From an optimization exercise on the open Yosys and OpenROAD flow, aimed at small area; shortcuts taken in it are not production practice.
At most, simulation tests tie the RTL to the original design; equivalence was not proved.
Power and IR drop assume default switching activity.

Design Calculator_top, start of the top module:
module Calculator_top(
    input wire [3:0] a,
    input wire [3:0] b,
    input wire clk,
    input wire rst,
    input wire enter,
    input wire back,
    input wire up,
    input wire down,
    output wire [3:0] an,
    output wire [7:0] seg,
    output reg bin_ind
);
    wire up_d, down_d, enter_d, back_d, rst_d;
    Debounce dd(.btn(down),  .clk(clk), .led(down_d));
    Debounce ud(.btn(up),    .clk(clk), .led(up_d));
    Debounce ed(.btn(enter), .clk(clk), .led(enter_d));
    Debounce bd(.btn(back),  .clk(clk), .led(back_d));
    Debounce rd(.btn(rst),   .clk(clk), .led(rst_d));
    wire DOWN, UP, BACK, ENTER;
    edge_generator de(.clk(clk), .rst(rst_d), .signal(down_d),  .out(DOWN));
    edge_generator ue(.clk(clk), .rst(rst_d), .signal(back_d),  .out(BACK));
    edge_generator be(.clk(clk), .rst(rst_d), .signal(up_d),    .out(UP));
    edge_generator ee(.clk(clk), .rst(rst_d), .signal(enter_d), .out(ENTER));
    localparam [4:0] S_IDLE = 5'd0, S_RES = 5'd1, S_OP = 5'd2, S_CONV0 = 5'd5;
    reg [4:0] st;
    wire conv      = |st[4:2];
    wire conv_frst = ~st[4] & ~st[3] & st[2] & ~st[1];
    wire conv_last = &st;
  ...
Size: roughly 670 cells after synthesis, ~27 I/O pins.
==> module Multi_Driver, before the edit <==
module Multi_Driver(
    input  wire clk,
    input  wire rst,
    output reg  [1:0] dsel
    );
    reg [11:0] count;
    always @(posedge clk) begin
        if (count < 12'd1023)      dsel <= 2'd0;
        else if (count < 12'd2047) dsel <= 2'd1;
        else if (count < 12'd3071) dsel <= 2'd2;
        else                       dsel <= 2'd3;
        if (rst) count <= 12'd0;
        else     count <= count + 12'd1;
    end
endmodule
Settings: LEC_CHECK=0, ABC_AREA=1, CAP_MARGIN=20, CORE_MARGIN=2, CORE_UTILIZATION=40, SLEW_MARGIN=20; clock period 12.0 ns.
standard.sh (not shown) runs the stock make flow with config.mk's settings and CLKGATE_MAP_FILE= SYNTH_SCRIPT=/design/flow/synth_recipe.tcl, a recipe that flattens the netlist after the stock synthesis.
==> flow/flow/run.sh <==
#!/bin/bash
# Standard layout, except that:
#  - the combinational logic of the standard synthesis is re-mapped for area
#    by yosys/abc (flip-flops kept as they are) before floorplanning;
#  - ports are buffered with buf_1, and CTS uses small clock buffers and no
#    dummy loads (settings in flow/cts_args).
set -u
HERE=$(pwd)
F=$HERE/flow
RES=$HERE/orfs/results/$FLOW_PLATFORM/Calculator_top/base
LIB=$FLOW_HOME/platforms/$FLOW_PLATFORM/lib/sky130_fd_sc_hd__tt_025C_1v80.lib
YOSYS=$(command -v yosys || echo /OpenROAD-flow-scripts/tools/install/yosys/bin/yosys)

bash standard.sh synth > std_synth.log 2>&1 || { echo "standard synth failed"; exit 1; }
cp $RES/1_2_yosys.v $HERE/std_1_2_yosys.v

# combinational cell models for the re-mapping
$YOSYS -q -p "read_liberty -ignore_miss_func $LIB; write_verilog -noattr $HERE/cells_all.v" > cells.log 2>&1
python3 $F/combcells.py $HERE/cells_all.v $HERE/combcells.v > combcells.log 2>&1

cat > $HERE/resyn.ys <<EOS
read_liberty -lib $LIB
read_verilog -defer $HERE/std_1_2_yosys.v
hierarchy -top $FLOW_TOP
techmap -map $HERE/combcells.v
techmap
opt -purge
abc -liberty $LIB -dont_use *probe* -dont_use *lpflow* -script $F/area.abc
opt_clean -purge
hilomap -singleton -hicell sky130_fd_sc_hd__conb_1 HI -locell sky130_fd_sc_hd__conb_1 LO
insbuf -buf sky130_fd_sc_hd__buf_4 A X
check -assert -mapped
tee -o $HERE/resyn_stat.txt stat -liberty $LIB
write_verilog -noattr -nohex -nodec $HERE/resyn_1_2_yosys.v
EOS
if $YOSYS -s $HERE/resyn.ys > resyn.log 2>&1 && python3 $F/sameregs.py $HERE/std_1_2_yosys.v $HERE/resyn_1_2_yosys.v > sameregs.log 2>&1; then
  cp $HERE/resyn_1_2_yosys.v $RES/1_2_yosys.v
  rm -f $RES/1_synth.odb $RES/1_synth.sdc
  echo "using the re-mapped netlist"
else
  echo "re-mapping failed; keeping the standard netlist"
fi
bash standard.sh "BUFFER_PORTS_ARGS=-buffer_cell sky130_fd_sc_hd__buf_1" \
  "CTS_ARGS=$(cat $F/cts_args)" finish > std_finish.log 2>&1 || { echo "standard finish failed"; exit 1; }
test -f out/final.def
Other scripts of this flow, unchanged in this note and not shown: flow/flow/area.abc, flow/flow/combcells.py, flow/flow/cts_args, flow/flow/sameregs.py
==> next run, changes <==
--- a/flow/design.v
+++ b/flow/design.v
@@ -147,14 +147,21 @@
     input  wire rst,
     output reg  [1:0] dsel
     );
-    reg [11:0] count;
-    always @(posedge clk) begin
-        if (count < 12'd1023)      dsel <= 2'd0;
-        else if (count < 12'd2047) dsel <= 2'd1;
-        else if (count < 12'd3071) dsel <= 2'd2;
-        else                       dsel <= 2'd3;
-        if (rst) count <= 12'd0;
-        else     count <= count + 12'd1;
+    reg [9:0] lo;
+    reg [1:0] hi;
+    wire low_zero = ~|lo[8:0];
+    wire lo_last  = lo[9] & low_zero;     
+    wire m_zero   = ~lo[9] & low_zero & ~hi[1] & ~hi[0];
+    wire fb       = lo[9] ^ lo[6] ^ low_zero;
+    always @(posedge clk) begin
+        dsel <= m_zero ? 2'd3 : hi;
+        if (rst) begin
+            lo <= 10'd1;                  
+            hi <= 2'd0;
+        end else begin
+            lo <= {lo[8:0], fb};
+            hi <= hi + {1'b0, lo_last};
+        end
     end
 endmodule
 `timescale 1ns / 1ps
Outcome: Die area hardly moves. Non-clock buffer count falls by 1. Cell area does not change. Count of clock-buffer cells in the layout stays the same. Final cell count stays flat. Via count stays flat. Setup slack gets worse by 720 ps. Sequential power barely changes. Routed wire length falls by about 1.9%. Fmax falls by about 10%. Worst hold slack gets better by 14 ps. Power rises by about 2.8%. Register-to-register slack gets better by 240 ps.
For the first run of this note, only the layout was checked, not whether the RTL still works.

static timing again, ports no longer ideal:
The results above use ideal ports. As a check the final layouts listed here were re-extracted and re-timed, cells and wires unchanged. Step 1 assumes that a clkbuf_16 drives the clock port and a buf_2 every other input. Step 2 moves the port delays by t, midway between the first and last clock arrival at a register: inputs arrive t later, outputs are due t later. That takes back most of the time a late clock gives input paths. Slacks: ideal ports / drivers / drivers and shift; pairs: ideal ports / drivers.
run	t (ns)	setup slack, ns	hold WS [ns]	clock arrival spread, ns	worst data-port slew with drivers (ns)
the first run	0.468	5.573 / 5.539 / 6.007	0.312 / 0.312 / 0.312	0.031 / 0.032	0.04
the second run	0.458	4.852 / 4.819 / 5.276	0.326 / 0.326 / 0.326	0.035 / 0.035	0.05
After both steps every run listed still meets setup and hold.
